This design comes from an exercise in tuning for small area on the open sky130 flow, not from production work.
In this exercise RTL edits were held to simulation tests only and were not proved equivalent to the original.
Power figures rest on the tool's default switching activity, not on a simulated workload.

the previous run:
==> flow/design.v (excerpt) <==
module taxi_controller(input clk,               
                       input rst_n,             
                       input key_1,             
                       input key_2,             
                       input key_3,             
                       input key_4,             
                       output wire [31:0] digit,
                       output wire [7:0] LED_G,
                       output wire [7:0] LED_Y,
                       output wire [7:0] LED_R);
Size: about 750 cells after synthesis, ~62 I/O pins, roughly 6900 sq um of cells after synthesis.
==> flow/config.mk <==
export PLATFORM = sky130hd
export DESIGN_NAME = taxi_controller
export DESIGN_NICKNAME = taxi_controller
export VERILOG_FILES = /design/flow/design.v
export SDC_FILE = /design/flow/constraint.sdc
export NUM_CORES = 4
export LEC_CHECK = 0
export CAP_MARGIN = 0
export CORE_MARGIN = 2
export CORE_UTILIZATION = 70
export GPL_TIMING_DRIVEN = 0
export SLEW_MARGIN = 0
==> flow/constraint.sdc <==
create_clock -name core_clock -period 10.0 [get_ports {clk}]
set_input_delay 2.0000 -clock core_clock [delete_from_list [all_inputs] [get_ports {clk}]]
set_output_delay 2.0000 -clock core_clock [all_outputs]
set_load 0.01 [all_outputs]
standard.sh (not shown) runs the stock make flow with config.mk's settings and CLKGATE_MAP_FILE= SYNTH_SCRIPT=/design/flow/synth_recipe.tcl, a recipe that flattens the netlist after the stock synthesis.
==> flow/flow/run.sh <==
#!/bin/bash
# Own layout flow: the standard synthesis, then an area-oriented re-mapping
# of the combinational logic between the registers (the registers, their names
# and cell types are left exactly as the standard synthesis made them), then
# the standard layout steps. Each tool's output goes to a log_*.txt here.
set -euo pipefail
W=$PWD
F=$W/flow
R=$W/orfs/results/$FLOW_PLATFORM/taxi_controller/base
LIB=$FLOW_HOME/platforms/$FLOW_PLATFORM/lib/sky130_fd_sc_hd__tt_025C_1v80.lib

# 1. standard synthesis
bash standard.sh synth > $W/log_1_synth_standard.txt 2>&1
cp $R/1_2_yosys.v $W/netlist_standard.v

# 2. re-map the combinational logic for area with each ABC script in remap.abc
#    (one per line); ABC proves each result equivalent (cec); keep the smallest.
DU=""
for c in $(cat $F/dont_use.txt); do DU="$DU -dont_use $c"; done
remap() {
    local i=$1 scr=$2
    { echo -n "write_blif $W/pre_remap_$i.blif; "; echo -n "$scr"; echo "; cec $W/pre_remap_$i.blif"; } > $W/remap_run_$i.abc
    yosys -l $W/log_2_remap_$i.txt -p "
read_liberty -ignore_miss_func $LIB
read_verilog $W/netlist_standard.v
hierarchy -top $FLOW_TOP
blackbox sky130_fd_sc_hd__df* sky130_fd_sc_hd__edf* sky130_fd_sc_hd__sdf* sky130_fd_sc_hd__dl* sky130_fd_sc_hd__conb_1
flatten
opt -purge
abc -liberty $LIB $DU -script $W/remap_run_$i.abc
opt_clean -purge
hilomap -singleton -hicell sky130_fd_sc_hd__conb_1 HI -locell sky130_fd_sc_hd__conb_1 LO
splitnets
opt_clean -purge
rename -enumerate -pattern remap_%
select -assert-none t:\$_* t:\$lut t:\$sop
write_verilog -noattr -nohex -nodec $W/netlist_remap_$i.v
tee -o $W/remap_stat_$i.txt stat -liberty $LIB
" > /dev/null 2>&1 || true
}
i=0
while IFS= read -r scr; do
    [ -z "$scr" ] && continue
    i=$((i+1)); remap $i "$scr" &
    while [ $(jobs -rp | wc -l) -ge ${NUM_CORES:-4} ]; do wait -n || true; done
done < $F/remap.abc
wait
best=""; besta=""
for s in $W/remap_stat_*.txt; do
    i=${s##*_}; i=${i%.txt}
    grep -q "Networks are equivalent" $W/log_2_remap_$i.txt || continue
    [ -s $W/netlist_remap_$i.v ] || continue
    a=$(grep "Chip area" $s | awk '{print $NF}')
    if [ -z "$besta" ] || awk "BEGIN{exit !($a < $besta)}"; then best=$i; besta=$a; fi
done
if [ -n "$best" ]; then
    cp $W/netlist_remap_$best.v $R/1_2_yosys.v
    echo "remapped netlist $best used, area $besta" > $W/remap_used.txt
else
    echo "remap failed: standard netlist kept" > $W/remap_used.txt
fi

# 3. rebuild the synthesis database from the netlist, then the standard layout
#    (the layout steps also avoid the largest buffers, for area)
bash standard.sh synth > $W/log_1_synth_odb.txt 2>&1
bash standard.sh "DONT_USE_CELLS=$(echo $(cat $F/dont_use.txt) $(cat $F/layout_dont_use.txt))" "BUFFER_PORTS_ARGS=-buffer_cell sky130_fd_sc_hd__buf_1" "CTS_ARGS=-sink_clustering_enable -repair_clock_nets -dont_use_dummy_load -buf_list $(cat $F/cts_bufs.txt)" finish > $W/log_3_layout.txt 2>&1
Other scripts of this flow, unchanged in this note and not shown: flow/flow/cts_bufs.txt, flow/flow/dont_use.txt, flow/flow/layout_dont_use.txt, flow/flow/remap.abc
[inputs] the current run vs the previous run
--- a/flow/design.v
+++ b/flow/design.v
@@ -101,32 +101,33 @@
     assign LED_Y = {8{s_move & (fo | !fc6) & blink}};
     assign LED_R = {8{s_wait & (!fo | !fc6) & blink}};
     reg [2:0] db; reg da;       
     reg [8:0] u;                
     reg [9:0] ct;               
     reg lm;                     
     wire dc9 = da & db[2];
-    wire charging = (u == 9'b110100111);
-    wire ct599 = (ct == 10'b0101101010);
+    wire charging = u[8] & u[5] & u[3] & u[2];
+    wire ct599 = ct[9] & ct[6] & ct[4] & ct[2] & ct[1] & ct[0];
     always @(posedge clk or negedge rst_n)
         if (!rst_n) begin db <= 0; da <= 0; u <= 0; ct <= 0; lm <= 0; end
         else if (r100) begin
             lm <= s_move;
             if (s_idle) begin db <= 0; da <= 0; u <= 0; ct <= 0; end
             else if (s_move) begin
                 db <= inc5(db);
                 if (db[2]) da <= !da;
-                if (dc9 && !charging) u <= {u[7:0], ~(u[8] ^ u[4])};
+                if (dc9 && !charging) u <= u + 9'd1;
             end else
-                ct <= ct599 ? 10'd0 : {ct[8:0], ~(ct[9] ^ ct[6])};
+                ct <= ct599 ? 10'd0 : ct + 10'd1;
         end
     wire step = lm & dc9;           
     wire tunit = !lm & ct599;       
     reg I;       
-    reg G;       
+    wire kstep;                     
+    wire G = !I & !kstep;
     reg Kv;      
     reg [2:0] Rt3, Rt1; reg [3:0] Rt2, Rt0;
     reg [3:0] Rd3, Rd2, Rd1, Rd0;
     reg [3:0] Rp4, Rp3, Rp2; reg [4:0] Rj;
     reg [3:0] St0; reg St1; reg [1:0] Sd; reg [1:0] Sk; reg Stu;
     wire [2:0] Lt3 = G ? Rt3 : 3'd0;
     wire [3:0] Lt2 = G ? Rt2 : 4'd0;
@@ -167,21 +168,20 @@
     wire pi3 = (active & tunit) | pc2;
     wire pc3 = pi3 & is9(Lp3f);
     wire [3:0] Np3a = pi3 ? inc10(Lp3f) : Lp3f;
     wire psat = pc3 & is9(Lp4);
     wire [3:0] Np4 = psat ? 4'd9 : (pc3 ? inc10(Lp4) : Lp4);
     wire [3:0] Np3 = psat ? 4'd9 : Np3a;
     wire [3:0] Np2 = psat ? 4'd9 : Np2a;
-    wire R_en = f100 & (active ? (G | s5) : (!I & !G));
-    always @(posedge clk or negedge rst_n)
-        if (!rst_n) begin
-            I <= 1'b1; G <= 1'b0; Kv <= 1'b0;
+    wire R_en = f100 & (active ? (!kstep | s5) : (!I & kstep));
+    always @(posedge clk or negedge rst_n)
+        if (!rst_n) begin
+            I <= 1'b1; Kv <= 1'b0;
         end else if (f100) begin
             I <= s_idle;
-            G <= active & (G | s5);
             if (s_idle & !I) Kv <= 1'b1;
         end
     always @(posedge clk)
         if (f100) begin
             if (R_en) begin
                 Rt3 <= Nt3; Rt2 <= Nt2; Rt1 <= Nt1; Rt0 <= Nt0;
                 Rd3 <= Nd3; Rd2 <= Nd2; Rd1 <= Nd1; Rd0 <= Nd0;
@@ -225,14 +225,15 @@
             6'd45, 6'd46, 6'd47: op = 1;
             6'd11, 6'd12, 6'd13, 6'd17, 6'd18, 6'd19: begin op = 2; vt = 1; end
             6'd31, 6'd32, 6'd33, 6'd37, 6'd38, 6'd39: begin op = 2; vt = 2; end
             6'd49, 6'd50, 6'd51, 6'd55, 6'd56, 6'd57: begin op = 2; vt = 3; end
             default: ;
         endcase
     end
+    assign kstep = (vt != 2'd0);
     always @(posedge clk or negedge rst_n)
         if (!rst_n) begin
             cnt <= 0; ds3 <= BL; ds2 <= BL; ds1 <= BL; ds0 <= BL; dp2 <= 1; dp1 <= 1;
         end else if (s5) begin
             if (active) cnt <= 0;
             else begin
                 if (!(cnt[5] & cnt[4] & cnt[3] & cnt[1])) cnt <= cnt + 6'd1;    
[summary]
The current run reports its start point of the critical path as key_4 while the previous run reports occ.
The current run completed; timing, DRC and antenna clean
STATUS hold slack: the current run wins against the previous run
The end point of the critical path comes out digit[7] in one run and digit[14] in the other, namely in the current run and the previous run respectively.
Of the two candidates, the previous run has the worse global-route wire length before repair and the current run the better one.
Min area added between synthesis and finish across the previous run and the current run: the previous run
Taking the previous run as the reference, in the current run global-route usage has decreased, highest fanout seen on the critical path has decreased, global-route met2 utilization has increased, sequential share of layout area has decreased, power spent charging and discharging nets has increased.
Diff the previous run -> the current run: final design instance area without fill went up by 0.76%; number of cells on the worst reg-to-reg path has increased; sum of internal, switching and leakage power essentially unchanged.

==> what the ideal ports hide <==
In the flow no input, the clock included, has a driving cell. The finished layouts below were timed again as built, in two steps. Step 1 assumes that a clkbuf_16 drives the clock port and a buf_2 every other input. Step 2 adds t to the input delays and takes it off the output delays; t is the mean of the earliest and latest rising clock arrival at the registers after step 1. Input paths then give back, and output paths get back, about the clock's delay inside the block. Slacks: ideal / step 1 / step 2; pairs: ideal / step 1.
run	t, ns	setup slack, ns	worst slew at a driven data input, ns
the previous run	0.567	1.658 / 1.621 / 2.188	0.03
the current run	0.566	2.370 / 2.343 / 2.343	0.03
After both steps every run listed still meets setup and hold. The setup slack of the current run, which loses most, moves by -0.027 ns with the drivers and by -0.027 ns with both steps.
